This design comes from an exercise in tuning for small area, a short achievable clock period and few clock cycles per item on the open sky130 flow, not from production work.
At most, simulation tests tie the RTL to the original design; equivalence was not proved.
Power figures rest on the tool's default switching activity, not on a simulated workload.

Setup of before:
==> flow/design.v <==
module processor(
    input [15:0] DIN,
    input Resetn, Clock, Run,
    output reg Done,
    output reg [15:0] BusWires
    );
reg [127:0] rf;         
reg         pend;       
reg [2:0]   mvi_rx;     
wire [2:0] rx = DIN[12:10];
wire [2:0] ry = DIN[9:7];
wire is_mvi = ~DIN[14] & DIN[13];    
wire use_x  = ~pend & DIN[14];       
wire sub    = ~pend & DIN[13];       
reg [15:0] X, Y;
integer i;
always @(*) begin
    X = 16'd0;
    Y = DIN & {16{pend}};
    for (i = 0; i < 8; i = i + 1) begin
        X = X | (rf[16*i +: 16] & {16{use_x && rx == i}});
        Y = Y | (rf[16*i +: 16] & {16{!pend && ry == i}});
    end
end
always @(*) begin
    BusWires = X + (Y ^ {16{sub}}) + {15'd0, sub};
    Done = Resetn & (pend | (Run & ~is_mvi));
end
wire [2:0] wa = pend ? mvi_rx : rx;
always @(posedge Clock) begin
    if (!pend) mvi_rx <= rx;
    pend <= Resetn & ~pend & Run & is_mvi;
    for (i = 0; i < 8; i = i + 1)
        if (Done && wa == i) rf[16*i +: 16] <= BusWires;
end
endmodule
clock: 10.0 ns
lec_check: 0
cap_margin: 20
core_margin: 2
core_utilization: 40
setup_slack_margin: 4
slew_margin: 20
standard.sh (not shown) runs the stock make flow with config.mk's settings and CLKGATE_MAP_FILE= SYNTH_SCRIPT=/design/flow/synth_recipe.tcl, a recipe that flattens the netlist after the stock synthesis.
==> flow/flow/run.sh <==
#!/bin/bash
# Standard ORFS layout with these changes:
#  - port buffers are plain buffers (sky130_fd_sc_hd__buf_2), not delay buffers;
#  - clock tree from clkbuf_8 only, without dummy balancing loads;
#  - setup repair limited to the moves: unbuffer,sizeup,swap
set -euo pipefail
bash standard.sh \
  BUFFER_PORTS_ARGS="-buffer_cell sky130_fd_sc_hd__buf_2" \
  CTS_ARGS="-sink_clustering_enable -repair_clock_nets -dont_use_dummy_load -buf_list sky130_fd_sc_hd__clkbuf_8" \
  SETUP_MOVE_SEQUENCE="unbuffer,sizeup,swap" \
  finish > orfs_make.log 2>&1
Testbench counts of before, summed over its fixed seeds: cycles 9,996, items 8,000.
Setup changes, before to after
==> flow/design.v <==
module rdport8(
    input [127:0] rf,
    input [7:0] sel,
    output reg [15:0] q
    );
integer i;
always @(*) begin
    q = 16'd0;
    for (i = 0; i < 8; i = i + 1)
        q = q | (rf[16*i +: 16] & {16{sel[i]}});
end
endmodule
module rdport9(
    input [127:0] rf,
    input [7:0] sel,
    input [15:0] ext,
    input ext_sel,
    output reg [15:0] q
    );
integer i;
always @(*) begin
    q = ext & {16{ext_sel}};
    for (i = 0; i < 8; i = i + 1)
        q = q | (rf[16*i +: 16] & {16{sel[i]}});
end
endmodule
module addsub(
    input [15:0] a, b,
    input sub,
    output [15:0] s
    );
assign s = a + (b ^ {16{sub}}) + {15'd0, sub};
endmodule
module processor(
    input [15:0] DIN,
    input Resetn, Clock, Run,
    output reg Done,
    output [15:0] BusWires
    );
reg [127:0] rf;         
reg         pend;       
reg [2:0]   mvi_rx;     
wire [2:0] rx = DIN[12:10];
wire [2:0] ry = DIN[9:7];
wire is_mvi = ~DIN[14] & DIN[13];    
wire use_x  = ~pend & DIN[14];       
wire sub    = ~pend & DIN[13];       
reg [7:0] xsel, ysel;
integer i;
always @(*)
    for (i = 0; i < 8; i = i + 1) begin
        xsel[i] = use_x && rx == i;
        ysel[i] = ry == i;
    end
wire [15:0] X, Y;
rdport8 portx(.rf(rf), .sel(xsel), .q(X));
rdport8 porty(.rf(rf), .sel(ysel), .q(Y));
wire [15:0] sum;
addsub alu(.a(X), .b(Y), .sub(sub), .s(sum));
assign BusWires = pend ? DIN : sum;
always @(*)
    Done = Resetn & (pend | (Run & ~is_mvi));
wire [2:0] wa = pend ? mvi_rx : rx;
always @(posedge Clock) begin
    if (!pend) mvi_rx <= rx;
    pend <= Resetn & ~pend & Run & is_mvi;
    for (i = 0; i < 8; i = i + 1)
        if (Done && wa == i) rf[16*i +: 16] <= BusWires;
end
endmodule
Findings:
Relative to before, number of cell rows has increased by 1 in after. The standard cells in after occupy more silicon area than those in before do. after vs before on combinational fraction of design power: after is the lower one. Comparing after and before, count of buffering cells on the critical path with inverters included is higher on after. Lower routed wire length among after and before: after.
Testbench counts of after, summed over its fixed seeds: cycles 9,996, items 8,000.

* * *

Setup of purple:
processor, a different RTL version from the one above (not shown whole).
Size in the first run: roughly 130 flip-flops, roughly 36 I/O pins.
==> module processor, before the edit <==
module processor(
    input [15:0] DIN,
    input Resetn, Clock, Run,
    output reg Done,
    output [15:0] BusWires
    );
reg [127:0] rf;         
reg         pend;       
reg [2:0]   mvi_rx;     
wire [2:0] rx = DIN[12:10];
wire [2:0] ry = DIN[9:7];
wire is_mvi = ~DIN[14] & DIN[13];    
wire use_x  = DIN[14];               
wire sub    = DIN[13];               
reg [7:0] xsel, ysel;
integer i;
always @(*)
    for (i = 0; i < 8; i = i + 1) begin
        xsel[i] = use_x && rx == i;
        ysel[i] = ry == i;
    end
wire [15:0] X, Y;
rdport8 portx(.rf(rf), .sel(xsel), .q(X));
rdport8 porty(.rf(rf), .sel(ysel), .q(Y));
wire [15:0] sum;
addsub alu(.a(X), .b(Y), .sub(sub), .s(sum));
assign BusWires = pend ? DIN : sum;
always @(*)
    Done = Resetn & (pend | (Run & ~is_mvi));
wire [2:0] wa = pend ? mvi_rx : rx;
always @(posedge Clock) begin
    if (!pend) mvi_rx <= rx;
    pend <= Resetn & ~pend & Run & is_mvi;
    for (i = 0; i < 8; i = i + 1)
        if (Done && wa == i) rf[16*i +: 16] <= BusWires;
end
endmodule
==> flow/config.mk <==
export PLATFORM = sky130hd
export DESIGN_NAME = processor
export DESIGN_NICKNAME = processor
export VERILOG_FILES = /design/flow/design.v
export SDC_FILE = /design/flow/constraint.sdc
export NUM_CORES = 4
export LEC_CHECK = 0
export CAP_MARGIN = 20
export CORE_MARGIN = 2
export CORE_UTILIZATION = 40
export SETUP_SLACK_MARGIN = 4
export SLEW_MARGIN = 20
export SYNTH_HIERARCHICAL = 1
==> flow/constraint.sdc <==
create_clock -name core_clock -period 10.0 [get_ports {Clock}]
set_input_delay 2.0000 -clock core_clock [delete_from_list [all_inputs] [get_ports {Clock}]]
set_output_delay 2.0000 -clock core_clock [all_outputs]
set_load 0.01 [all_outputs]
Scripts as last shown in full above: flow/flow/run.sh
purple was carried through to the last stage, and its layout satisfied the timing, design-rule and antenna checks.
Here is what was changed in the inputs of blue compared with purple.
--- a/flow/design.v
+++ b/flow/design.v
@@ -42,10 +42,10 @@
 reg [2:0]   mvi_rx;     
 wire [2:0] rx = DIN[12:10];
 wire [2:0] ry = DIN[9:7];
 wire is_mvi = ~DIN[14] & DIN[13];    
-wire use_x  = DIN[14];               
-wire sub    = DIN[13];               
+wire use_x  = ~pend & DIN[14];       
+wire sub    = ~pend & DIN[13];       
 reg [7:0] xsel, ysel;
 integer i;
 always @(*)
     for (i = 0; i < 8; i = i + 1) begin
### Flow results
The die height on blue is in line with that on purple.
[compare] base=purple new=blue: total power fell 0.48%, sequential share of layout area about even, iteration-0 DRC count of the detailed router rose about 9%, switching share of power about even, worst setup slack after layout rose 0.10 ns.
Testbench counts of blue, summed over its fixed seeds: cycles 9,996, items 8,000.
No functional check of the RTL was part of purple.

* * *

v35:
processor, a different RTL version from the one above (not shown whole).
Size: roughly 130 flip-flops, ~36 I/O pins.
==> module rdport8x, before the edit <==
module rdport8x(
    input [127:0] rf,
    input [7:0] sel,
    input inv,
    output reg [15:0] q
    );
integer i;
always @(*) begin
    q = 16'd0;
    for (i = 0; i < 8; i = i + 1)
        q = q | (rf[16*i +: 16] & {16{sel[i]}});
    q = q ^ {16{inv}};
end
endmodule
==> module addsub, before the edit <==
module addsub(
    input [15:0] a, b,
    input cin,
    output [15:0] s
    );
assign s = a + b + {15'd0, cin};
endmodule
==> module processor, before the edit <==
module processor(
    input [15:0] DIN,
    input Resetn, Clock, Run,
    output reg Done,
    output [15:0] BusWires
    );
reg [127:0] rf;         
reg         pend;       
reg [2:0]   mvi_rx;     
wire [2:0] rx = DIN[12:10];
wire [2:0] ry = DIN[9:7];
wire is_mvi = ~DIN[14] & DIN[13];    
wire use_x  = ~pend & DIN[14];       
wire sub    = ~pend & DIN[13];       
reg [7:0] xsel, ysel;
integer i;
always @(*)
    for (i = 0; i < 8; i = i + 1) begin
        xsel[i] = use_x && rx == i;
        ysel[i] = ry == i;
    end
wire [15:0] X, Y;
rdport8 portx(.rf(rf), .sel(xsel), .q(X));
rdport8x porty(.rf(rf), .sel(ysel), .inv(sub), .q(Y));
wire [15:0] sum;
addsub alu(.a(X), .b(Y), .cin(sub), .s(sum));
assign BusWires = pend ? DIN : sum;
always @(*)
    Done = Resetn & (pend | (Run & ~is_mvi));
wire [2:0] wa = pend ? mvi_rx : rx;
always @(posedge Clock) begin
    if (!pend) mvi_rx <= rx;
    pend <= Resetn & ~pend & Run & is_mvi;
    for (i = 0; i < 8; i = i + 1)
        if (Done && wa == i) rf[16*i +: 16] <= BusWires;
end
endmodule
clock: 10.0 ns
lec_check: 0
cap_margin: 20
core_margin: 2
core_utilization: 40
setup_slack_margin: 5
slew_margin: 20
synth_hierarchical: 1
Scripts as last shown in full above: flow/flow/run.sh
#### Input delta (v34 over v35)
-- flow/design.v --
<<< v35, line 25
end
endmodule
module rdport8x(
    input [127:0] rf,
    input [7:0] sel,
    input inv,
    output reg [15:0] q
    );
integer i;
always @(*) begin
    q = 16'd0;
    for (i = 0; i < 8; i = i + 1)
        q = q | (rf[16*i +: 16] & {16{sel[i]}});
    q = q ^ {16{inv}};
end
endmodule
module addsub(
    input [15:0] a, b,
    input cin,
    output [15:0] s
    );
assign s = a + b + {15'd0, cin};
endmodule
module processor(
>>> v34, line 25
end
endmodule
module dec3to8(
    input [2:0] W,
    input En,
    output reg [7:0] Y
    );
integer i;
always @(*)
    for (i = 0; i < 8; i = i + 1)
        Y[i] = En && W == i;
endmodule
module addsub(
    input [15:0] a, b,
    input sub,
    output [15:0] s
    );
assign s = a + (b ^ {16{sub}}) + {15'd0, sub};
endmodule
module processor(
<<< v35, line 60
wire use_x  = ~pend & DIN[14];       
wire sub    = ~pend & DIN[13];       
reg [7:0] xsel, ysel;
integer i;
always @(*)
    for (i = 0; i < 8; i = i + 1) begin
        xsel[i] = use_x && rx == i;
        ysel[i] = ry == i;
    end
wire [15:0] X, Y;
rdport8 portx(.rf(rf), .sel(xsel), .q(X));
rdport8x porty(.rf(rf), .sel(ysel), .inv(sub), .q(Y));
wire [15:0] sum;
addsub alu(.a(X), .b(Y), .cin(sub), .s(sum));
assign BusWires = pend ? DIN : sum;
always @(*)
>>> v34, line 56
wire use_x  = ~pend & DIN[14];       
wire sub    = ~pend & DIN[13];       
wire [7:0] xsel, ysel;
integer i;
dec3to8 decx(.W(rx), .En(use_x), .Y(xsel));
dec3to8 decy(.W(ry), .En(1'b1), .Y(ysel));
wire [15:0] X, Y;
rdport8 portx(.rf(rf), .sel(xsel), .q(X));
rdport8 porty(.rf(rf), .sel(ysel), .q(Y));
wire [15:0] sum;
addsub alu(.a(X), .b(Y), .sub(sub), .s(sum));
assign BusWires = pend ? DIN : sum;
always @(*)
## What came out
v34 vs v35: power down in v34. The routed wire length on met3 in v34 sits 31 µm above the value recorded for v35. What v35 reported for number of distinct library cells after synthesis has to be multiplied by 1.13 to get the figure for v34. v34 — wire length 1.0% higher, v35 as reference. Compared with v35, in v34 wire length of the first global-routing pass shows a reduction of about 3%; share of the clock period used by the worst path increased 0.78 points; clock power now sits lower.
Function was not checked in any run of this note: the RTL went through the layout flow alone.

## port drivers added, routing unchanged
Ports are ideal in the flow. The routed layouts listed here were re-timed in OpenROAD.
Step 1 sets driving cells, clkbuf_16 on the clock port and buf_2 on the other inputs (assumed; they add their load-dependent delay and slew).
Step 2, shift: input delay + t, output delay - t, t = (earliest + latest rising clock arrival at the registers) / 2. This alone moves slack from input paths to output paths.
a / b / c = ideal ports / drivers / drivers and shift; a / b = the first two.
run | t (ns) | setup slack, ns | hold WS [ns] | worst setup path after step 2 | worst slew at a driven data input, ns
before | 0.483 | 2.158 / 2.114 / 2.114 | 0.485 / 0.485 / 0.485 | input to output | 0.06
after | 0.479 | 2.295 / 2.256 / 2.256 | 0.491 / 0.491 / 0.491 | input to output | 0.05
purple | 0.482 | 3.021 / 2.989 / 2.989 | 0.543 / 0.543 / 0.543 | input to output | 0.06
blue | 0.480 | 3.124 / 3.078 / 3.078 | 0.485 / 0.485 / 0.485 | input to output | 0.06
v35 | 0.475 | 2.870 / 2.806 / 2.806 | 0.487 / 0.487 / 0.487 | input to output | 0.06
v34 | 0.468 | 2.792 / 2.740 / 2.740 | 0.489 / 0.489 / 0.489 | input to output | 0.07
After both steps setup and hold are still met in every run listed. For v35, which loses most, drivers alone change the setup slack by -0.064 ns; drivers and shift together by -0.064 ns.
